From an optimization exercise on the open Yosys and OpenROAD flow, aimed at small area, a short achievable clock period and few clock cycles per item; shortcuts taken in it are not production practice.
Function not checked in this run: the RTL went through the layout flow alone.
The clock cells of this run come from the design's own scripts or RTL, not from TritonCTS.
The flow treats the clock pin as an ideal source. Dropping or thinning the clock tree relies on that and would not hold on a real chip.
Power and IR drop assume default switching activity.

--- flow/flow/post_cts.tcl ---
set ngrp 4
set nsub 2
if {[info exists ::env(FLOW_NGRP)]} { set ngrp $::env(FLOW_NGRP) }
if {[info exists ::env(FLOW_NSUB)]} { set nsub $::env(FLOW_NSUB) }
set midcell sky130_fd_sc_hd__clkbuf_8
if {[info exists ::env(FLOW_MIDCELL)]} { set midcell $::env(FLOW_MIDCELL) }
set block [ord::get_db_block]
set db [ord::get_db]
set port_net [$block findNet clk]

# collect the register clock pins below the clock port, the clock buffers and
# the dummy loads that CTS added
set sinks {}
set bufs {}
set todo [list $port_net]
while {[llength $todo]} {
  set net [lindex $todo 0]; set todo [lrange $todo 1 end]
  foreach it [$net getITerms] {
    set inst [$it getInst]
    if {[$it isOutputSignal]} { continue }
    set m [[$inst getMaster] getName]
    set on "NULL"
    foreach o [$inst getITerms] { if {[$o isOutputSignal]} { set on [$o getNet] } }
    if {[string match *__df* $m]} {
      lappend sinks $it
    } elseif {$on eq "NULL" || [string match sky130_fd_sc_hd__clkbuf* $m]} {
      lappend bufs $inst
      if {$on ne "NULL"} { lappend todo $on }
    } else {
      error "post_cts: unexpected cell $m on the clock tree"
    }
  }
}
puts "post_cts: [llength $sinks] sinks, [llength $bufs] clock tree cells removed"
foreach b $bufs {
  set nets {}
  foreach it [$b getITerms] {
    if {[$it isOutputSignal] && [$it getNet] ne "NULL"} { lappend nets [$it getNet] }
  }
  foreach it [$b getITerms] { if {[$it getNet] ne "NULL"} { $it disconnect } }
  odb::dbInst_destroy $b
  foreach on $nets {
    foreach it [$on getITerms] { $it disconnect }
    odb::dbNet_destroy $on
  }
}

set pts {}
foreach it $sinks {
  set bb [[$it getInst] getBBox]
  lappend pts [list [expr {([$bb xMin] + [$bb xMax]) / 2.0}] [expr {([$bb yMin] + [$bb yMax]) / 2.0}]]
}

# balanced k-means on a subset of points; returns {assignments centres}
proc kmeans {pts idx k} {
  set n [llength $idx]
  set xs {}; set ys {}
  foreach i $idx { lappend xs [lindex $pts $i 0]; lappend ys [lindex $pts $i 1] }
  set x0 [tcl::mathfunc::min {*}$xs]; set x1 [tcl::mathfunc::max {*}$xs]
  set y0 [tcl::mathfunc::min {*}$ys]; set y1 [tcl::mathfunc::max {*}$ys]
  set cx {}; set cy {}
  if {($x1 - $x0) >= ($y1 - $y0)} { set gx [expr {int(ceil(sqrt($k)))}]; set gy [expr {int(ceil($k / double($gx)))}] } else { set gy [expr {int(ceil(sqrt($k)))}]; set gx [expr {int(ceil($k / double($gy)))}] }
  for {set c 0} {$c < $k} {incr c} {
    set i [expr {$c % $gx}]; set j [expr {$c / $gx}]
    lappend cx [expr {$x0 + ($x1-$x0)*($i+0.5)/$gx}]
    lappend cy [expr {$y0 + ($y1-$y0)*($j+0.5)/$gy}]
  }
  set cap [expr {int(ceil($n / double($k))) + 1}]
  for {set iter 0} {$iter < 40} {incr iter} {
    set order {}
    foreach i $idx {
      set best 1e30
      for {set c 0} {$c < $k} {incr c} {
        set d [expr {abs([lindex $pts $i 0]-[lindex $cx $c]) + abs([lindex $pts $i 1]-[lindex $cy $c])}]
        if {$d < $best} { set best $d }
      }
      lappend order [list $i $best]
    }
    set asg [dict create]
    set cnt [lrepeat $k 0]
    foreach e [lsort -real -decreasing -index 1 $order] {
      set i [lindex $e 0]
      set best 1e30; set bk 0
      for {set c 0} {$c < $k} {incr c} {
        if {[lindex $cnt $c] >= $cap} { continue }
        set d [expr {abs([lindex $pts $i 0]-[lindex $cx $c]) + abs([lindex $pts $i 1]-[lindex $cy $c])}]
        if {$d < $best} { set best $d; set bk $c }
      }
      dict set asg $i $bk
      lset cnt $bk [expr {[lindex $cnt $bk] + 1}]
    }
    set sx [lrepeat $k 0.0]; set sy [lrepeat $k 0.0]
    foreach i $idx {
      set c [dict get $asg $i]
      lset sx $c [expr {[lindex $sx $c] + [lindex $pts $i 0]}]
      lset sy $c [expr {[lindex $sy $c] + [lindex $pts $i 1]}]
    }
    for {set c 0} {$c < $k} {incr c} {
      if {[lindex $cnt $c] > 0} {
        lset cx $c [expr {[lindex $sx $c] / [lindex $cnt $c]}]
        lset cy $c [expr {[lindex $sy $c] / [lindex $cnt $c]}]
      }
    }
  }
  return [list $asg $cx $cy $cnt]
}

proc add_buf {block master name in_net x y} {
  set inst [odb::dbInst_create $block $master $name]
  set net [odb::dbNet_create $block clknet_$name]
  $net setSigType CLOCK
  [$inst findITerm A] connect $in_net
  [$inst findITerm X] connect $net
  $inst setLocation [expr {int($x)}] [expr {int($y)}]
  $inst setPlacementStatus PLACED
  return $net
}

set leafm [$db findMaster sky130_fd_sc_hd__clkbuf_16]
set midm [$db findMaster $midcell]
set all {}
for {set i 0} {$i < [llength $pts]} {incr i} { lappend all $i }
lassign [kmeans $pts $all $ngrp] gasg gcx gcy gcnt
puts "post_cts: group sizes $gcnt"
for {set g 0} {$g < $ngrp} {incr g} {
  set gidx {}
  foreach i $all { if {[dict get $gasg $i] == $g} { lappend gidx $i } }
  if {![llength $gidx]} { continue }
  if {$nsub <= 1} {
    set lnet [add_buf $block $leafm my_g${g} $port_net [lindex $gcx $g] [lindex $gcy $g]]
    foreach i $gidx { [lindex $sinks $i] connect $lnet }
    continue
  }
  lassign [kmeans $pts $gidx $nsub] sasg scx scy scnt
  puts "post_cts: group $g sub-group sizes $scnt"
  # the group buffer sits at the centre of its leaf buffers
  set mx 0.0; set my 0.0; set nk 0
  for {set s 0} {$s < $nsub} {incr s} { if {[lindex $scnt $s] > 0} { set mx [expr {$mx + [lindex $scx $s]}]; set my [expr {$my + [lindex $scy $s]}]; incr nk } }
  set mnet [add_buf $block $midm my_g${g} $port_net [expr {$mx / $nk}] [expr {$my / $nk}]]
  for {set s 0} {$s < $nsub} {incr s} {
    if {[lindex $scnt $s] == 0} { continue }
    set lnet [add_buf $block $leafm my_g${g}_s${s} $mnet [lindex $scx $s] [lindex $scy $s]]
    foreach i $gidx { if {[dict get $sasg $i] == $s} { [lindex $sinks $i] connect $lnet } }
  }
}
detailed_placement
estimate_parasitics -placement
report_clock_skew
report_clock_latency
repair_timing_helper
detailed_placement
check_placement -verbose
--- flow/design.v ---
module mulN #(parameter N = 2)(input [N-1:0]a,b,output [2*N:0]res);
  wire [N-1:0][2*N:0]row;
  wire [N-1:0][2*N:0]shiftrow;
  wire [N-2:0][2*N:0] partialProd;
  genvar i,j;
  for(i=0;i<N;i=i+1) begin
    assign row[i][2*N:N] = {(N+1){1'b0}};
    for(j=0;j<N;j=j+1) begin
      assign row[i][j] = a[j]&b[i];
    end
    assign shiftrow[i] = row[i]<<i;
    if(i==N-1) begin
      assign res = shiftrow[i]+partialProd[i-1];
    end
    else if(i!=0) begin
      assign partialProd[i] = shiftrow[i] + partialProd[i-1];
    end
    else assign partialProd[i] = shiftrow[i];
  end
endmodule
module mul_top (
  input              clk,
  input              rst,
  input              in_valid,
  input      [15:0]  a,
  input      [15:0]  b,
  output             out_valid,
  output     [32:0]  res
);
  reg [15:0] a_q, b_q;
  always @(posedge clk) begin a_q <= a; b_q <= b; end
  reg [8:0] one_q, two_q, neg_q;
  always @(posedge clk) begin
    one_q[0] <= b[0] ^ 1'b0; two_q[0] <= (b[1] & ~b[0] & ~1'b0) | (~b[1] & b[0] & 1'b0); neg_q[0] <= b[1];
    one_q[1] <= b[2] ^ b[1]; two_q[1] <= (b[3] & ~b[2] & ~b[1]) | (~b[3] & b[2] & b[1]); neg_q[1] <= b[3];
    one_q[2] <= b[4] ^ b[3]; two_q[2] <= (b[5] & ~b[4] & ~b[3]) | (~b[5] & b[4] & b[3]); neg_q[2] <= b[5];
    one_q[3] <= b[6] ^ b[5]; two_q[3] <= (b[7] & ~b[6] & ~b[5]) | (~b[7] & b[6] & b[5]); neg_q[3] <= b[7];
    one_q[4] <= b[8] ^ b[7]; two_q[4] <= (b[9] & ~b[8] & ~b[7]) | (~b[9] & b[8] & b[7]); neg_q[4] <= b[9];
    one_q[5] <= b[10] ^ b[9]; two_q[5] <= (b[11] & ~b[10] & ~b[9]) | (~b[11] & b[10] & b[9]); neg_q[5] <= b[11];
    one_q[6] <= b[12] ^ b[11]; two_q[6] <= (b[13] & ~b[12] & ~b[11]) | (~b[13] & b[12] & b[11]); neg_q[6] <= b[13];
    one_q[7] <= b[14] ^ b[13]; two_q[7] <= (b[15] & ~b[14] & ~b[13]) | (~b[15] & b[14] & b[13]); neg_q[7] <= b[15];
    one_q[8] <= 1'b0 ^ b[15]; two_q[8] <= (1'b0 & ~1'b0 & ~b[15]) | (~1'b0 & 1'b0 & b[15]); neg_q[8] <= 1'b0;
  end
  reg [2:0] v;
  always @(posedge clk) begin
    if (rst) v <= 0;
    else v <= {v[1:0], in_valid};
  end
  assign out_valid = v[2];
  wire one_0 = one_q[0], two_0 = two_q[0], neg_0 = neg_q[0];
  wire one_1 = one_q[1], two_1 = two_q[1], neg_1 = neg_q[1];
  wire one_2 = one_q[2], two_2 = two_q[2], neg_2 = neg_q[2];
  wire one_3 = one_q[3], two_3 = two_q[3], neg_3 = neg_q[3];
  wire one_4 = one_q[4], two_4 = two_q[4], neg_4 = neg_q[4];
  wire one_5 = one_q[5], two_5 = two_q[5], neg_5 = neg_q[5];
  wire one_6 = one_q[6], two_6 = two_q[6], neg_6 = neg_q[6];
  wire one_7 = one_q[7], two_7 = two_q[7], neg_7 = neg_q[7];
  wire one_8 = one_q[8], two_8 = two_q[8], neg_8 = neg_q[8];
  wire pp_0_0 = ((one_0 & a_q[0]) | (two_0 & 1'b0)) ^ neg_0;
  wire pp_0_1 = ((one_0 & a_q[1]) | (two_0 & a_q[0])) ^ neg_0;
  wire pp_0_2 = ((one_0 & a_q[2]) | (two_0 & a_q[1])) ^ neg_0;
  wire pp_0_3 = ((one_0 & a_q[3]) | (two_0 & a_q[2])) ^ neg_0;
  wire pp_0_4 = ((one_0 & a_q[4]) | (two_0 & a_q[3])) ^ neg_0;
  wire pp_0_5 = ((one_0 & a_q[5]) | (two_0 & a_q[4])) ^ neg_0;
  wire pp_0_6 = ((one_0 & a_q[6]) | (two_0 & a_q[5])) ^ neg_0;
  wire pp_0_7 = ((one_0 & a_q[7]) | (two_0 & a_q[6])) ^ neg_0;
  wire pp_0_8 = ((one_0 & a_q[8]) | (two_0 & a_q[7])) ^ neg_0;
  wire pp_0_9 = ((one_0 & a_q[9]) | (two_0 & a_q[8])) ^ neg_0;
  wire pp_0_10 = ((one_0 & a_q[10]) | (two_0 & a_q[9])) ^ neg_0;
  wire pp_0_11 = ((one_0 & a_q[11]) | (two_0 & a_q[10])) ^ neg_0;
  wire pp_0_12 = ((one_0 & a_q[12]) | (two_0 & a_q[11])) ^ neg_0;
  wire pp_0_13 = ((one_0 & a_q[13]) | (two_0 & a_q[12])) ^ neg_0;
  wire pp_0_14 = ((one_0 & a_q[14]) | (two_0 & a_q[13])) ^ neg_0;
  wire pp_0_15 = ((one_0 & a_q[15]) | (two_0 & a_q[14])) ^ neg_0;
  wire pp_0_16 = ((one_0 & 1'b0) | (two_0 & a_q[15])) ^ neg_0;
  wire ns_0 = ~neg_0;
  wire pp_1_0 = ((one_1 & a_q[0]) | (two_1 & 1'b0)) ^ neg_1;
  wire pp_1_1 = ((one_1 & a_q[1]) | (two_1 & a_q[0])) ^ neg_1;
  wire pp_1_2 = ((one_1 & a_q[2]) | (two_1 & a_q[1])) ^ neg_1;
  wire pp_1_3 = ((one_1 & a_q[3]) | (two_1 & a_q[2])) ^ neg_1;
  wire pp_1_4 = ((one_1 & a_q[4]) | (two_1 & a_q[3])) ^ neg_1;
  wire pp_1_5 = ((one_1 & a_q[5]) | (two_1 & a_q[4])) ^ neg_1;
  wire pp_1_6 = ((one_1 & a_q[6]) | (two_1 & a_q[5])) ^ neg_1;
  wire pp_1_7 = ((one_1 & a_q[7]) | (two_1 & a_q[6])) ^ neg_1;
  wire pp_1_8 = ((one_1 & a_q[8]) | (two_1 & a_q[7])) ^ neg_1;
  wire pp_1_9 = ((one_1 & a_q[9]) | (two_1 & a_q[8])) ^ neg_1;
  wire pp_1_10 = ((one_1 & a_q[10]) | (two_1 & a_q[9])) ^ neg_1;
  wire pp_1_11 = ((one_1 & a_q[11]) | (two_1 & a_q[10])) ^ neg_1;
  wire pp_1_12 = ((one_1 & a_q[12]) | (two_1 & a_q[11])) ^ neg_1;
  wire pp_1_13 = ((one_1 & a_q[13]) | (two_1 & a_q[12])) ^ neg_1;
  wire pp_1_14 = ((one_1 & a_q[14]) | (two_1 & a_q[13])) ^ neg_1;
  wire pp_1_15 = ((one_1 & a_q[15]) | (two_1 & a_q[14])) ^ neg_1;
  wire pp_1_16 = ((one_1 & 1'b0) | (two_1 & a_q[15])) ^ neg_1;
  wire ns_1 = ~neg_1;
  wire pp_2_0 = ((one_2 & a_q[0]) | (two_2 & 1'b0)) ^ neg_2;
  wire pp_2_1 = ((one_2 & a_q[1]) | (two_2 & a_q[0])) ^ neg_2;
  wire pp_2_2 = ((one_2 & a_q[2]) | (two_2 & a_q[1])) ^ neg_2;
  wire pp_2_3 = ((one_2 & a_q[3]) | (two_2 & a_q[2])) ^ neg_2;
  wire pp_2_4 = ((one_2 & a_q[4]) | (two_2 & a_q[3])) ^ neg_2;
  wire pp_2_5 = ((one_2 & a_q[5]) | (two_2 & a_q[4])) ^ neg_2;
  wire pp_2_6 = ((one_2 & a_q[6]) | (two_2 & a_q[5])) ^ neg_2;
  wire pp_2_7 = ((one_2 & a_q[7]) | (two_2 & a_q[6])) ^ neg_2;
  wire pp_2_8 = ((one_2 & a_q[8]) | (two_2 & a_q[7])) ^ neg_2;
  wire pp_2_9 = ((one_2 & a_q[9]) | (two_2 & a_q[8])) ^ neg_2;
  wire pp_2_10 = ((one_2 & a_q[10]) | (two_2 & a_q[9])) ^ neg_2;
  wire pp_2_11 = ((one_2 & a_q[11]) | (two_2 & a_q[10])) ^ neg_2;
  wire pp_2_12 = ((one_2 & a_q[12]) | (two_2 & a_q[11])) ^ neg_2;
  wire pp_2_13 = ((one_2 & a_q[13]) | (two_2 & a_q[12])) ^ neg_2;
  wire pp_2_14 = ((one_2 & a_q[14]) | (two_2 & a_q[13])) ^ neg_2;
  wire pp_2_15 = ((one_2 & a_q[15]) | (two_2 & a_q[14])) ^ neg_2;
  wire pp_2_16 = ((one_2 & 1'b0) | (two_2 & a_q[15])) ^ neg_2;
  wire ns_2 = ~neg_2;
  wire pp_3_0 = ((one_3 & a_q[0]) | (two_3 & 1'b0)) ^ neg_3;
  wire pp_3_1 = ((one_3 & a_q[1]) | (two_3 & a_q[0])) ^ neg_3;
  wire pp_3_2 = ((one_3 & a_q[2]) | (two_3 & a_q[1])) ^ neg_3;
  wire pp_3_3 = ((one_3 & a_q[3]) | (two_3 & a_q[2])) ^ neg_3;
  wire pp_3_4 = ((one_3 & a_q[4]) | (two_3 & a_q[3])) ^ neg_3;
  wire pp_3_5 = ((one_3 & a_q[5]) | (two_3 & a_q[4])) ^ neg_3;
  wire pp_3_6 = ((one_3 & a_q[6]) | (two_3 & a_q[5])) ^ neg_3;
  wire pp_3_7 = ((one_3 & a_q[7]) | (two_3 & a_q[6])) ^ neg_3;
  wire pp_3_8 = ((one_3 & a_q[8]) | (two_3 & a_q[7])) ^ neg_3;
  wire pp_3_9 = ((one_3 & a_q[9]) | (two_3 & a_q[8])) ^ neg_3;
  wire pp_3_10 = ((one_3 & a_q[10]) | (two_3 & a_q[9])) ^ neg_3;
  wire pp_3_11 = ((one_3 & a_q[11]) | (two_3 & a_q[10])) ^ neg_3;
  wire pp_3_12 = ((one_3 & a_q[12]) | (two_3 & a_q[11])) ^ neg_3;
  wire pp_3_13 = ((one_3 & a_q[13]) | (two_3 & a_q[12])) ^ neg_3;
  wire pp_3_14 = ((one_3 & a_q[14]) | (two_3 & a_q[13])) ^ neg_3;
  wire pp_3_15 = ((one_3 & a_q[15]) | (two_3 & a_q[14])) ^ neg_3;
  wire pp_3_16 = ((one_3 & 1'b0) | (two_3 & a_q[15])) ^ neg_3;
  wire ns_3 = ~neg_3;
  wire pp_4_0 = ((one_4 & a_q[0]) | (two_4 & 1'b0)) ^ neg_4;
  wire pp_4_1 = ((one_4 & a_q[1]) | (two_4 & a_q[0])) ^ neg_4;
  wire pp_4_2 = ((one_4 & a_q[2]) | (two_4 & a_q[1])) ^ neg_4;
  wire pp_4_3 = ((one_4 & a_q[3]) | (two_4 & a_q[2])) ^ neg_4;
  wire pp_4_4 = ((one_4 & a_q[4]) | (two_4 & a_q[3])) ^ neg_4;
  wire pp_4_5 = ((one_4 & a_q[5]) | (two_4 & a_q[4])) ^ neg_4;
  wire pp_4_6 = ((one_4 & a_q[6]) | (two_4 & a_q[5])) ^ neg_4;
  wire pp_4_7 = ((one_4 & a_q[7]) | (two_4 & a_q[6])) ^ neg_4;
  wire pp_4_8 = ((one_4 & a_q[8]) | (two_4 & a_q[7])) ^ neg_4;
  wire pp_4_9 = ((one_4 & a_q[9]) | (two_4 & a_q[8])) ^ neg_4;
  wire pp_4_10 = ((one_4 & a_q[10]) | (two_4 & a_q[9])) ^ neg_4;
  wire pp_4_11 = ((one_4 & a_q[11]) | (two_4 & a_q[10])) ^ neg_4;
  wire pp_4_12 = ((one_4 & a_q[12]) | (two_4 & a_q[11])) ^ neg_4;
  wire pp_4_13 = ((one_4 & a_q[13]) | (two_4 & a_q[12])) ^ neg_4;
  wire pp_4_14 = ((one_4 & a_q[14]) | (two_4 & a_q[13])) ^ neg_4;
  wire pp_4_15 = ((one_4 & a_q[15]) | (two_4 & a_q[14])) ^ neg_4;
  wire pp_4_16 = ((one_4 & 1'b0) | (two_4 & a_q[15])) ^ neg_4;
  wire ns_4 = ~neg_4;
  wire pp_5_0 = ((one_5 & a_q[0]) | (two_5 & 1'b0)) ^ neg_5;
  wire pp_5_1 = ((one_5 & a_q[1]) | (two_5 & a_q[0])) ^ neg_5;
  wire pp_5_2 = ((one_5 & a_q[2]) | (two_5 & a_q[1])) ^ neg_5;
  wire pp_5_3 = ((one_5 & a_q[3]) | (two_5 & a_q[2])) ^ neg_5;
  wire pp_5_4 = ((one_5 & a_q[4]) | (two_5 & a_q[3])) ^ neg_5;
  wire pp_5_5 = ((one_5 & a_q[5]) | (two_5 & a_q[4])) ^ neg_5;
  wire pp_5_6 = ((one_5 & a_q[6]) | (two_5 & a_q[5])) ^ neg_5;
  wire pp_5_7 = ((one_5 & a_q[7]) | (two_5 & a_q[6])) ^ neg_5;
  wire pp_5_8 = ((one_5 & a_q[8]) | (two_5 & a_q[7])) ^ neg_5;
  wire pp_5_9 = ((one_5 & a_q[9]) | (two_5 & a_q[8])) ^ neg_5;
  wire pp_5_10 = ((one_5 & a_q[10]) | (two_5 & a_q[9])) ^ neg_5;
  wire pp_5_11 = ((one_5 & a_q[11]) | (two_5 & a_q[10])) ^ neg_5;
  wire pp_5_12 = ((one_5 & a_q[12]) | (two_5 & a_q[11])) ^ neg_5;
  wire pp_5_13 = ((one_5 & a_q[13]) | (two_5 & a_q[12])) ^ neg_5;
  wire pp_5_14 = ((one_5 & a_q[14]) | (two_5 & a_q[13])) ^ neg_5;
  wire pp_5_15 = ((one_5 & a_q[15]) | (two_5 & a_q[14])) ^ neg_5;
  wire pp_5_16 = ((one_5 & 1'b0) | (two_5 & a_q[15])) ^ neg_5;
  wire ns_5 = ~neg_5;
  wire pp_6_0 = ((one_6 & a_q[0]) | (two_6 & 1'b0)) ^ neg_6;
  wire pp_6_1 = ((one_6 & a_q[1]) | (two_6 & a_q[0])) ^ neg_6;
  wire pp_6_2 = ((one_6 & a_q[2]) | (two_6 & a_q[1])) ^ neg_6;
  wire pp_6_3 = ((one_6 & a_q[3]) | (two_6 & a_q[2])) ^ neg_6;
  wire pp_6_4 = ((one_6 & a_q[4]) | (two_6 & a_q[3])) ^ neg_6;
  wire pp_6_5 = ((one_6 & a_q[5]) | (two_6 & a_q[4])) ^ neg_6;
  wire pp_6_6 = ((one_6 & a_q[6]) | (two_6 & a_q[5])) ^ neg_6;
  wire pp_6_7 = ((one_6 & a_q[7]) | (two_6 & a_q[6])) ^ neg_6;
  wire pp_6_8 = ((one_6 & a_q[8]) | (two_6 & a_q[7])) ^ neg_6;
  wire pp_6_9 = ((one_6 & a_q[9]) | (two_6 & a_q[8])) ^ neg_6;
  wire pp_6_10 = ((one_6 & a_q[10]) | (two_6 & a_q[9])) ^ neg_6;
  wire pp_6_11 = ((one_6 & a_q[11]) | (two_6 & a_q[10])) ^ neg_6;
  wire pp_6_12 = ((one_6 & a_q[12]) | (two_6 & a_q[11])) ^ neg_6;
  wire pp_6_13 = ((one_6 & a_q[13]) | (two_6 & a_q[12])) ^ neg_6;
  wire pp_6_14 = ((one_6 & a_q[14]) | (two_6 & a_q[13])) ^ neg_6;
  wire pp_6_15 = ((one_6 & a_q[15]) | (two_6 & a_q[14])) ^ neg_6;
  wire pp_6_16 = ((one_6 & 1'b0) | (two_6 & a_q[15])) ^ neg_6;
  wire ns_6 = ~neg_6;
  wire pp_7_0 = ((one_7 & a_q[0]) | (two_7 & 1'b0)) ^ neg_7;
  wire pp_7_1 = ((one_7 & a_q[1]) | (two_7 & a_q[0])) ^ neg_7;
  wire pp_7_2 = ((one_7 & a_q[2]) | (two_7 & a_q[1])) ^ neg_7;
  wire pp_7_3 = ((one_7 & a_q[3]) | (two_7 & a_q[2])) ^ neg_7;
  wire pp_7_4 = ((one_7 & a_q[4]) | (two_7 & a_q[3])) ^ neg_7;
  wire pp_7_5 = ((one_7 & a_q[5]) | (two_7 & a_q[4])) ^ neg_7;
  wire pp_7_6 = ((one_7 & a_q[6]) | (two_7 & a_q[5])) ^ neg_7;
  wire pp_7_7 = ((one_7 & a_q[7]) | (two_7 & a_q[6])) ^ neg_7;
  wire pp_7_8 = ((one_7 & a_q[8]) | (two_7 & a_q[7])) ^ neg_7;
  wire pp_7_9 = ((one_7 & a_q[9]) | (two_7 & a_q[8])) ^ neg_7;
  wire pp_7_10 = ((one_7 & a_q[10]) | (two_7 & a_q[9])) ^ neg_7;
  wire pp_7_11 = ((one_7 & a_q[11]) | (two_7 & a_q[10])) ^ neg_7;
  wire pp_7_12 = ((one_7 & a_q[12]) | (two_7 & a_q[11])) ^ neg_7;
  wire pp_7_13 = ((one_7 & a_q[13]) | (two_7 & a_q[12])) ^ neg_7;
  wire pp_7_14 = ((one_7 & a_q[14]) | (two_7 & a_q[13])) ^ neg_7;
  wire pp_7_15 = ((one_7 & a_q[15]) | (two_7 & a_q[14])) ^ neg_7;
  wire pp_7_16 = ((one_7 & 1'b0) | (two_7 & a_q[15])) ^ neg_7;
  wire ns_7 = ~neg_7;
  wire pp_8_0 = one_8 & a_q[0];
  wire pp_8_1 = one_8 & a_q[1];
  wire pp_8_2 = one_8 & a_q[2];
  wire pp_8_3 = one_8 & a_q[3];
  wire pp_8_4 = one_8 & a_q[4];
  wire pp_8_5 = one_8 & a_q[5];
  wire pp_8_6 = one_8 & a_q[6];
  wire pp_8_7 = one_8 & a_q[7];
  wire pp_8_8 = one_8 & a_q[8];
  wire pp_8_9 = one_8 & a_q[9];
  wire pp_8_10 = one_8 & a_q[10];
  wire pp_8_11 = one_8 & a_q[11];
  wire pp_8_12 = one_8 & a_q[12];
  wire pp_8_13 = one_8 & a_q[13];
  wire pp_8_14 = one_8 & a_q[14];
  wire pp_8_15 = one_8 & a_q[15];
  wire s1, c2;
  mul_ha u_s1 (pp_0_10, pp_1_8, s1, c2);
  wire s3, c4;
  mul_ha u_s3 (pp_0_11, pp_1_9, s3, c4);
  wire s5, c6;
  mul_fa u_s5 (pp_0_12, pp_1_10, pp_2_8, s5, c6);
  wire s7, c8;
  mul_ha u_s7 (pp_3_6, pp_4_4, s7, c8);
  wire s9, c10;
  mul_fa u_s9 (pp_0_13, pp_1_11, pp_2_9, s9, c10);
  wire s11, c12;
  mul_ha u_s11 (pp_3_7, pp_4_5, s11, c12);
  wire s13, c14;
  mul_fa u_s13 (pp_0_14, pp_1_12, pp_2_10, s13, c14);
  wire s15, c16;
  mul_fa u_s15 (pp_3_8, pp_4_6, pp_5_4, s15, c16);
  wire s17, c18;
  mul_ha u_s17 (pp_6_2, pp_7_0, s17, c18);
  wire s19, c20;
  mul_fa u_s19 (pp_0_15, pp_1_13, pp_2_11, s19, c20);
  wire s21, c22;
  mul_fa u_s21 (pp_3_9, pp_4_7, pp_5_5, s21, c22);
  wire s23, c24;
  mul_ha u_s23 (pp_6_3, pp_7_1, s23, c24);
  wire s25, c26;
  mul_fa u_s25 (pp_0_16, pp_1_14, pp_2_12, s25, c26);
  wire s27, c28;
  mul_fa u_s27 (pp_3_10, pp_4_8, pp_5_6, s27, c28);
  wire s29, c30;
  mul_fa u_s29 (pp_6_4, pp_7_2, pp_8_0, s29, c30);
  wire s31, c32;
  mul_fa u_s31 (pp_1_15, pp_2_13, pp_3_11, s31, c32);
  wire s33, c34;
  mul_fa u_s33 (pp_4_9, pp_5_7, pp_6_5, s33, c34);
  wire s35, c36;
  mul_fa u_s35 (pp_7_3, pp_8_1, neg_0, s35, c36);
  wire s37, c38;
  mul_fa u_s37 (pp_1_16, pp_2_14, pp_3_12, s37, c38);
  wire s39, c40;
  mul_fa u_s39 (pp_4_10, pp_5_8, pp_6_6, s39, c40);
  wire s41, c42;
  mul_fa u_s41 (pp_7_4, pp_8_2, neg_0, s41, c42);
  wire s43, c44;
  mul_fa u_s43 (ns_1, pp_2_15, pp_3_13, s43, c44);
  wire s45, c46;
  mul_fa u_s45 (pp_4_11, pp_5_9, pp_6_7, s45, c46);
  wire s47, c48;
  mul_fa u_s47 (pp_7_5, pp_8_3, ns_0, s47, c48);
  wire s49, c50;
  mul_fa1 u_s49 (pp_2_16, pp_3_14, s49, c50);
  wire s51, c52;
  mul_fa u_s51 (pp_4_12, pp_5_10, pp_6_8, s51, c52);
  wire s53, c54;
  mul_ha u_s53 (pp_7_6, pp_8_4, s53, c54);
  wire s55, c56;
  mul_fa u_s55 (ns_2, pp_3_15, pp_4_13, s55, c56);
  wire s57, c58;
  mul_fa u_s57 (pp_5_11, pp_6_9, pp_7_7, s57, c58);
  wire s59, c60;
  mul_fa1 u_s59 (pp_3_16, pp_4_14, s59, c60);
  wire s61, c62;
  mul_ha u_s61 (pp_5_12, pp_6_10, s61, c62);
  wire s63, c64;
  mul_fa u_s63 (ns_3, pp_4_15, pp_5_13, s63, c64);
  wire s65, c66;
  mul_ha u_s65 (1'b1, pp_4_16, s65, c66);
  wire s67, c68;
  mul_ha u_s67 (pp_0_6, pp_1_4, s67, c68);
  wire s69, c70;
  mul_ha u_s69 (pp_0_7, pp_1_5, s69, c70);
  wire s71, c72;
  mul_fa u_s71 (pp_0_8, pp_1_6, pp_2_4, s71, c72);
  wire s73, c74;
  mul_ha u_s73 (pp_3_2, pp_4_0, s73, c74);
  wire s75, c76;
  mul_fa u_s75 (pp_0_9, pp_1_7, pp_2_5, s75, c76);
  wire s77, c78;
  mul_ha u_s77 (pp_3_3, pp_4_1, s77, c78);
  wire s79, c80;
  mul_fa u_s79 (s1, pp_2_6, pp_3_4, s79, c80);
  wire s81, c82;
  mul_fa u_s81 (pp_4_2, pp_5_0, neg_5, s81, c82);
  wire s83, c84;
  mul_fa u_s83 (s3, pp_2_7, pp_3_5, s83, c84);
  wire s85, c86;
  mul_fa u_s85 (pp_4_3, pp_5_1, c2, s85, c86);
  wire s87, c88;
  mul_fa u_s87 (s5, s7, pp_5_2, s87, c88);
  wire s89, c90;
  mul_fa u_s89 (pp_6_0, neg_6, c4, s89, c90);
  wire s91, c92;
  mul_fa u_s91 (s9, s11, pp_5_3, s91, c92);
  wire s93, c94;
  mul_fa u_s93 (pp_6_1, c6, c8, s93, c94);
  wire s95, c96;
  mul_fa u_s95 (s13, s15, s17, s95, c96);
  wire s97, c98;
  mul_fa u_s97 (neg_7, c10, c12, s97, c98);
  wire s99, c100;
  mul_fa u_s99 (s19, s21, s23, s99, c100);
  wire s101, c102;
  mul_fa u_s101 (c14, c16, c18, s101, c102);
  wire s103, c104;
  mul_fa u_s103 (s25, s27, s29, s103, c104);
  wire s105, c106;
  mul_fa u_s105 (c20, c22, c24, s105, c106);
  wire s107, c108;
  mul_fa u_s107 (s31, s33, s35, s107, c108);
  wire s109, c110;
  mul_fa u_s109 (c26, c28, c30, s109, c110);
  wire s111, c112;
  mul_fa u_s111 (s37, s39, s41, s111, c112);
  wire s113, c114;
  mul_fa u_s113 (c32, c34, c36, s113, c114);
  wire s115, c116;
  mul_fa u_s115 (s43, s45, s47, s115, c116);
  wire s117, c118;
  mul_fa u_s117 (c38, c40, c42, s117, c118);
  wire s119, c120;
  mul_fa u_s119 (s49, s51, s53, s119, c120);
  wire s121, c122;
  mul_fa u_s121 (c44, c46, c48, s121, c122);
  wire s123, c124;
  mul_fa u_s123 (s55, s57, pp_8_5, s123, c124);
  wire s125, c126;
  mul_fa u_s125 (c50, c52, c54, s125, c126);
  wire s127, c128;
  mul_fa u_s127 (s59, s61, pp_7_8, s127, c128);
  wire s129, c130;
  mul_fa u_s129 (pp_8_6, c56, c58, s129, c130);
  wire s131, c132;
  mul_fa u_s131 (s63, pp_6_11, pp_7_9, s131, c132);
  wire s133, c134;
  mul_fa u_s133 (pp_8_7, c60, c62, s133, c134);
  wire s135, c136;
  mul_fa u_s135 (s65, pp_5_14, pp_6_12, s135, c136);
  wire s137, c138;
  mul_fa u_s137 (pp_7_10, pp_8_8, c64, s137, c138);
  wire s139, c140;
  mul_fa u_s139 (ns_4, pp_5_15, pp_6_13, s139, c140);
  wire s141, c142;
  mul_fa u_s141 (pp_7_11, pp_8_9, c66, s141, c142);
  wire s143, c144;
  mul_fa1 u_s143 (pp_5_16, pp_6_14, s143, c144);
  wire s145, c146;
  mul_ha u_s145 (pp_7_12, pp_8_10, s145, c146);
  wire s147, c148;
  mul_fa u_s147 (ns_5, pp_6_15, pp_7_13, s147, c148);
  wire s149, c150;
  mul_ha u_s149 (1'b1, pp_6_16, s149, c150);
  wire s151, c152;
  mul_ha u_s151 (pp_0_4, pp_1_2, s151, c152);
  wire s153, c154;
  mul_ha u_s153 (pp_0_5, pp_1_3, s153, c154);
  wire s155, c156;
  mul_fa u_s155 (s67, pp_2_2, pp_3_0, s155, c156);
  wire s157, c158;
  mul_fa u_s157 (s69, pp_2_3, pp_3_1, s157, c158);
  wire s159, c160;
  mul_fa u_s159 (s71, s73, neg_4, s159, c160);
  wire s161, c162;
  mul_fa u_s161 (s75, s77, c72, s161, c162);
  wire s163, c164;
  mul_fa u_s163 (s79, s81, c76, s163, c164);
  wire s165, c166;
  mul_fa u_s165 (s83, s85, c80, s165, c166);
  wire s167, c168;
  mul_fa u_s167 (s87, s89, c84, s167, c168);
  wire s169, c170;
  mul_fa u_s169 (s91, s93, c88, s169, c170);
  wire s171, c172;
  mul_fa u_s171 (s95, s97, c92, s171, c172);
  wire s173, c174;
  mul_fa u_s173 (s99, s101, c96, s173, c174);
  wire s175, c176;
  mul_fa u_s175 (s103, s105, c100, s175, c176);
  wire s177, c178;
  mul_fa u_s177 (s107, s109, c104, s177, c178);
  wire s179, c180;
  mul_fa u_s179 (s111, s113, c108, s179, c180);
  wire s181, c182;
  mul_fa u_s181 (s115, s117, c112, s181, c182);
  wire s183, c184;
  mul_fa u_s183 (s119, s121, c116, s183, c184);
  wire s185, c186;
  mul_fa u_s185 (s123, s125, c120, s185, c186);
  wire s187, c188;
  mul_fa u_s187 (s127, s129, c124, s187, c188);
  wire s189, c190;
  mul_fa u_s189 (s131, s133, c128, s189, c190);
  wire s191, c192;
  mul_fa u_s191 (s135, s137, c132, s191, c192);
  wire s193, c194;
  mul_fa u_s193 (s139, s141, c136, s193, c194);
  wire s195, c196;
  mul_fa u_s195 (s143, s145, c140, s195, c196);
  wire s197, c198;
  mul_fa u_s197 (s147, pp_8_11, c144, s197, c198);
  wire s199, c200;
  mul_fa u_s199 (s149, pp_7_14, pp_8_12, s199, c200);
  wire s201, c202;
  mul_fa u_s201 (ns_6, pp_7_15, pp_8_13, s201, c202);
  wire s203, c204;
  mul_ha u_s203 (1'b1, pp_7_16, s203, c204);
  wire [9:0] lsum_st3 = {2'b0, {s157, s155, s153, s151, pp_0_3, pp_0_2, pp_0_1, pp_0_0}} + {2'b0, {c68, neg_3, pp_2_1, pp_2_0, pp_1_1, pp_1_0, 1'b0, neg_0}} + {2'b0, {c156, c154, c152, neg_2, 1'b0, neg_1, 1'b0, 1'b0}};
  reg [81:0] rst3;
  always @(posedge clk) rst3 <= {c204, pp_8_15, ns_7, c202, pp_8_14, s203, c200, c150, s201, c198, c148, s199, c196, c146, s197, c194, c142, s195, c192, c138, s193, c190, c134, s191, c188, c130, s189, c186, c126, s187, c184, c122, s185, c182, c118, s183, c180, c114, s181, c178, c110, s179, c176, c106, s177, c174, c102, s175, c172, c98, s173, c170, c94, s171, c168, c90, s169, c166, c86, s167, c164, c82, s165, c162, c78, s163, lsum_st3[9], c160, c74, s161, lsum_st3[8], c158, c70, s159, lsum_st3[7], lsum_st3[6], lsum_st3[5], lsum_st3[4], lsum_st3[3], lsum_st3[2], lsum_st3[1], lsum_st3[0]};
  wire s205, c206;
  mul_fa u_s205 (rst3[8], rst3[9], rst3[10], s205, c206);
  wire s207, c208;
  mul_fa u_s207 (rst3[12], rst3[13], rst3[14], s207, c208);
  wire s209, c210;
  mul_fa u_s209 (rst3[16], rst3[17], rst3[18], s209, c210);
  wire s211, c212;
  mul_fa u_s211 (rst3[19], rst3[20], rst3[21], s211, c212);
  wire s213, c214;
  mul_fa u_s213 (rst3[22], rst3[23], rst3[24], s213, c214);
  wire s215, c216;
  mul_fa u_s215 (rst3[25], rst3[26], rst3[27], s215, c216);
  wire s217, c218;
  mul_fa u_s217 (rst3[28], rst3[29], rst3[30], s217, c218);
  wire s219, c220;
  mul_fa u_s219 (rst3[31], rst3[32], rst3[33], s219, c220);
  wire s221, c222;
  mul_fa u_s221 (rst3[34], rst3[35], rst3[36], s221, c222);
  wire s223, c224;
  mul_fa u_s223 (rst3[37], rst3[38], rst3[39], s223, c224);
  wire s225, c226;
  mul_fa u_s225 (rst3[40], rst3[41], rst3[42], s225, c226);
  wire s227, c228;
  mul_fa u_s227 (rst3[43], rst3[44], rst3[45], s227, c228);
  wire s229, c230;
  mul_fa u_s229 (rst3[46], rst3[47], rst3[48], s229, c230);
  wire s231, c232;
  mul_fa u_s231 (rst3[49], rst3[50], rst3[51], s231, c232);
  wire s233, c234;
  mul_fa u_s233 (rst3[52], rst3[53], rst3[54], s233, c234);
  wire s235, c236;
  mul_fa u_s235 (rst3[55], rst3[56], rst3[57], s235, c236);
  wire s237, c238;
  mul_fa u_s237 (rst3[58], rst3[59], rst3[60], s237, c238);
  wire s239, c240;
  mul_fa u_s239 (rst3[61], rst3[62], rst3[63], s239, c240);
  wire s241, c242;
  mul_fa u_s241 (rst3[64], rst3[65], rst3[66], s241, c242);
  wire s243, c244;
  mul_fa u_s243 (rst3[67], rst3[68], rst3[69], s243, c244);
  wire s245, c246;
  mul_fa u_s245 (rst3[70], rst3[71], rst3[72], s245, c246);
  wire s247, c248;
  mul_fa u_s247 (rst3[73], rst3[74], rst3[75], s247, c248);
  wire s249, c250;
  mul_fa u_s249 (rst3[76], rst3[77], rst3[78], s249, c250);
  wire s251, c252;
  mul_fa u_s251 (rst3[79], rst3[80], rst3[81], s251, c252);
  wire s253, c254;
  mul_ha u_s253 (s207, rst3[15], s253, c254);
  wire s255, c256;
  mul_ha u_s255 (s209, c208, s255, c256);
  wire s257, c258;
  mul_ha u_s257 (s211, c210, s257, c258);
  wire s259, c260;
  mul_ha u_s259 (s213, c212, s259, c260);
  wire s261, c262;
  mul_ha u_s261 (s215, c214, s261, c262);
  wire s263, c264;
  mul_ha u_s263 (s217, c216, s263, c264);
  wire s265, c266;
  mul_ha u_s265 (s219, c218, s265, c266);
  wire s267, c268;
  mul_ha u_s267 (s221, c220, s267, c268);
  wire s269, c270;
  mul_ha u_s269 (s223, c222, s269, c270);
  wire s271, c272;
  mul_ha u_s271 (s225, c224, s271, c272);
  wire s273, c274;
  mul_ha u_s273 (s227, c226, s273, c274);
  wire s275, c276;
  mul_ha u_s275 (s229, c228, s275, c276);
  wire s277, c278;
  mul_ha u_s277 (s231, c230, s277, c278);
  wire s279, c280;
  mul_ha u_s279 (s233, c232, s279, c280);
  wire s281, c282;
  mul_ha u_s281 (s235, c234, s281, c282);
  wire s283, c284;
  mul_ha u_s283 (s237, c236, s283, c284);
  wire s285, c286;
  mul_ha u_s285 (s239, c238, s285, c286);
  wire s287, c288;
  mul_ha u_s287 (s241, c240, s287, c288);
  wire s289, c290;
  mul_ha u_s289 (s243, c242, s289, c290);
  wire s291, c292;
  mul_ha u_s291 (s245, c244, s291, c292);
  wire s293, c294;
  mul_ha u_s293 (s247, c246, s293, c294);
  wire s295, c296;
  mul_ha u_s295 (s249, c248, s295, c296);
  wire s297, c298;
  mul_ha u_s297 (s251, c250, s297, c298);
  wire [31:0] fa_a = {s297, s295, s293, s291, s289, s287, s285, s283, s281, s279, s277, s275, s273, s271, s269, s267, s265, s263, s261, s259, s257, s255, s253, s205, rst3[7], rst3[6], rst3[5], rst3[4], rst3[3], rst3[2], rst3[1], rst3[0]};
  wire [31:0] fa_b = {c296, c294, c292, c290, c288, c286, c284, c282, c280, c278, c276, c274, c272, c270, c268, c266, c264, c262, c260, c258, c256, c254, c206, rst3[11], 1'b0, 1'b0, 1'b0, 1'b0, 1'b0, 1'b0, 1'b0, 1'b0};
  wire [31:0] prod = fa_a + fa_b;
  reg [31:0] res_q;
  always @(posedge clk) res_q <= prod;
  assign res = {1'b0, res_q};
endmodule
module mul_fa (input a, input b, input c, output s, output co);
  assign s = a ^ b ^ c;
  assign co = (a & b) | (a & c) | (b & c);
endmodule
module mul_fa1 (input a, input b, output s, output co);
  assign s = ~(a ^ b);
  assign co = a | b;
endmodule
module mul_ha (input a, input b, output s, output co);
  assign s = a ^ b;
  assign co = a & b;
endmodule
--- flow/standard.sh ---
#!/bin/bash
# synth_recipe.tcl (not shown) runs the flow's synth.tcl, then flattens the netlist and writes it again
# the make line also repeats each setting of config.mk as NAME=value (left out here)
make -C /OpenROAD-flow-scripts/flow DESIGN_CONFIG=/design/flow/config.mk WORK_HOME=/design/flow/orfs CLKGATE_MAP_FILE= SYNTH_SCRIPT=/design/flow/synth_recipe.tcl "${@:-finish}"
--- flow/config.mk ---
export PLATFORM = sky130hd
export DESIGN_NAME = mul_top
export DESIGN_NICKNAME = mul_top
export VERILOG_FILES = /design/flow/design.v
export SDC_FILE = /design/flow/constraint.sdc
export NUM_CORES = 4
export LEC_CHECK = 0
export CAP_MARGIN = 20
export CORE_MARGIN = 2
export CORE_UTILIZATION = 40
export SLEW_MARGIN = 20
export SYNTH_HIERARCHICAL = 1
--- flow/flow/run.sh ---
# Standard ORFS layout (the standard.sh) with plain buf_1 port buffers
# and a tighter setup-repair target; the SDC and clock period are unchanged.
export BUFFER_PORTS_ARGS="-buffer_cell sky130_fd_sc_hd__buf_1"
export POST_CTS_TCL=$PWD/flow/post_cts.tcl
bash standard.sh SETUP_SLACK_MARGIN=7.2  finish > standard.log 2>&1
--- flow/constraint.sdc ---
create_clock -name core_clock -period 10.0 [get_ports {clk}]
set_input_delay 2.0000 -clock core_clock [delete_from_list [all_inputs] [get_ports {clk}]]
set_output_delay 2.0000 -clock core_clock [all_outputs]
set_load 0.01 [all_outputs]
==> impl_results.md <==
* Status: complete, no violations
* Diode count at 0
* Share of power burned in registers at 21.1%
* Share of cells above drive strength 1 at 18.5%
* First-pass GRT wire length at 38.0 mm
* Distinct cell type count after synthesis at 55
* Pwr dens at 405 nW/µm²
* Initial antenna violation count at 0
* Final Hold Slack at 0.331 ns
* Top post-synthesis cells by area: dfxtp_1 (30%), fa_1 (21%), xnor2_1 (13%)
* Final ANT Viol Nets at 0
* Clock power frac at 7.7%
* DP Wirelength at 16.2 mm
* Core area at 25300 µm²
* Die width at 165 µm
* Post-synthesis cell area at 10400 µm²
* Area growth syn-to-layout at 13.5%
* Routed via count at 6941
* Post-synthesis average cell area at 10.8 µm²
* All-Layer GR Usage at 17.7%
* Vias in the first global route at 7309
* Routability congestion estimate from global placement at 0.877
* Clock latency on the worst-skew pair at 0.29 ns
* Dominant cell type by area after synthesis: dfxtp_1
* Net Sw Power at 2.04 mW
* Register area share after synthesis at 30.3%
* Placement Cell Area at 10800 µm²
* Combinational group share of total power at 71.2%
* Worst EP required at 10.18 ns
* Sink Count at 157
* Ys flop type: dfxtp_1
* Clock-pin slew on the worst setup and hold paths at 0.08 ns
* Port Buf Inserts at 67
* WL per Instance at 17.7 µm
* FMAX at 0.349 GHz
* I/O Pins at 69
* Cell area after layout at 11800 µm²
* Fin crit period at 2.86 ns
* GRT overflow at 0
* Final worst slack at 7.14 ns
* Net Sw Frac at 42.7%
* TNS Setup at 0 ns
* Post-synth ARST share at 0%
* Crit end category: flip-flop
* CP max FO at 17
* DRC at 0
* Max Cap Violations at 0
* Leakage at 4.60 nW
* Post-Route WL at 23.3 mm
* Internal at 2.73 mW
* Die area at 27200 µm²
* CP Class: reg -> reg
* Vias per Instance at 5.26
* Nets at 1212
* Place WS at 6.73 ns
* Final period util at 28.6%
* Max VDD drop at 0.000197 V
* Min-delay worst type: reg -> reg
* Final Skew at 0.0150 ns
* Unrepaired setup endpoints after global routing: true
* Arrival time at the worst endpoint at 3.04 ns
* Yosys Warn Count at 7
* Synth Register Bits at 157
* Number of flops mapped to enable cells by yosys at 0
* Slew Limit Fails at 0
* First drt pass iteration count at 5
* Cell count after synthesis at 958
* Initial core utilization at 41.0%
* Endpoints failing setup at 0
* Pin count of the biggest net entering global routing at 36
* Initial DRC Count at 410
* Chip height at 165 µm
* Yosys top cell area share at 30.3%
* Critical Path Start Type: flip-flop
* Number of core rows at 58
* Hold Fails Final Rpt at 0
==> cell families after synthesis <==
kind of cell             Yosys count  synth area share, %
adder cells (fa/ha/maj)          185                 30.2
multiplexers                       6                0.615
other                              2               0.0724
XOR/XNOR                         165                 14.0
AND/OR/NAND/NOR                  121                 6.39
AO/OA/AOI/OAI                    202                 13.9
flip-flops                       157                 30.3
buffers and inverters            120                 4.54
==> path summary, 6_finish.rpt <==
path | start | cells past startpoint | slack [ns] | to
min reg2reg | rst3[7] | 0 | 0.33 | res_q[7]
max | a_q[6] | 11 | 7.14 | rst3[11]
max reg2reg | a_q[6] | 11 | 7.14 | rst3[11]
min | rst3[7] | 0 | 0.33 | res_q[7]
==> synth_stat cells (2+ instances only) <==
master / count
nor3_1: 5
o211ai_1: 6
clkbuf_1: 75
xnor2_1: 152
buf_1: 4
inv_1: 31
o21ai_1: 3
nand3b_1: 8
o21bai_1: 2
nand2b_1: 9
and2_1: 20
buf_4: 3
a21o_1: 6
conb_1: 2
and3_1: 2
nand3_1: 7
a22oi_1: 119
dfxtp_1: 157
o21ai_0: 17
a211oi_2: 2
a31o_2: 2
nor2_1: 14
xor2_1: 12
mux2i_1: 3
nand4b_1: 2
nor2b_1: 10
fa_1: 109
ha_1: 76
and4_1: 2
nand4_1: 4
o21a_1: 5
a31oi_1: 2
a21oi_1: 26
a211o_1: 2
mux2_2: 3
nand2_1: 31
buf_2: 7
==> metal layers <==
metal / GRT usage (%) / vias up / wire length, µm
li1: - / 3302 / -
met1: 24.3 / 3392 / 11100
met2: 27.8 / 211 / 10400
met3: 3.39 / 36 / 1320
met4: 6.40 / 0 / 526
met5: 0 / - / 0
==> power groups by stage <==
stage | Combinational, mW | Clock, mW | Sequential (mW)
floorplan | 2.18 | 0 | 0.999
finish | 3.39 | 0.369 | 1.01
detailed placement | 2.81 | 0 | 1.02
global route | 3.80 | 0.408 | 1.03
global placement | 2.79 | 0 | 1.02
==> state kept, by name, summed over array words and instances, names as in the netlist <==
register and cells:
a_q 16, one_q 8, neg_q 8, v 3
two_q 8, res_q 32, rst3 82
==> final cells by class <==
| cell class | count | area, µm² |
|---|---|---|
| repair buffers | 107 | 676 |
| flip-flops and latches | 157 | 3220 |
| multi-input cells | 683 | 7100 |
| plain buffers | 12 | 255 |
| fillers | 2303 | 13600 |
| inverters | 31 | 116 |
| well taps | 330 | 413 |
==> per-stage QoR <==
| stage | total power, mW | instances | utilization [%] |
|---|---|---|---|
| 2_1_floorplan | 3.18 | 960 | - |
| 3_3_place_gp | 3.81 | 1277 | 42.8 |
| 3_5_place_dp | 3.83 | 1277 | 42.8 |
| 5_1_grt | 5.24 | 1320 | 46.5 |
| 6_report | 4.77 | 1320 | 46.5 |
==> modules after synthesis, one instance, submodules excluded <==
module   cells  copies in the design
mul_top    797                     1
mul_fa1      5                     3
mul_fa       1                   105
mul_ha       1                    41
==> layout by cell type (no fill, tap or decap), drive strengths merged, types with 14 or more instances in the layout <==
cell type,instances
dfxtp,157
xnor2,153
a22oi,120
fa,109
buf,106
ha,76
inv,31
nand2,31
a21oi,27
and2,20
o21ai,20
nor2,14
==> critical path, stage by stage (launching register included) <==
cell and delay [ns]:
dfxtp_1 0.31, buf_6 0.16, a22oi_2 0.22, xnor2_1 0.15, ha_1 0.27, fa_1 0.50, fa_1 0.45, ha_4 0.30
nor2_1 0.04, nor2_1 0.12, o41ai_2 0.09, xnor2_1 0.12

static timing again, ports no longer ideal:
The flow's constraints put no driver on any port. The routed layout listed below was extracted and timed again, unchanged, in two steps.
Step 1 sets driving cells, clkbuf_16 on the clock port and buf_2 on the other inputs (assumed; they add their load-dependent delay and slew).
Step 2 adds t to the input delays and takes it off the output delays; t is the mean of the earliest and latest rising clock arrival at the registers after step 1. Input paths then give back, and output paths get back, about the clock's delay inside the block.
Slacks: no drivers / after step 1 / after step 2; pairs: no drivers / after step 1.
t (ns): 0.369
setup slack, ns: 7.136 / 7.136 / 7.136
slew at the worst register clock pin (ns): 0.09 / 0.09
After both steps setup and hold are still met in this run. For this run, drivers alone change the setup slack by 0.000 ns; drivers and shift together by 0.000 ns.
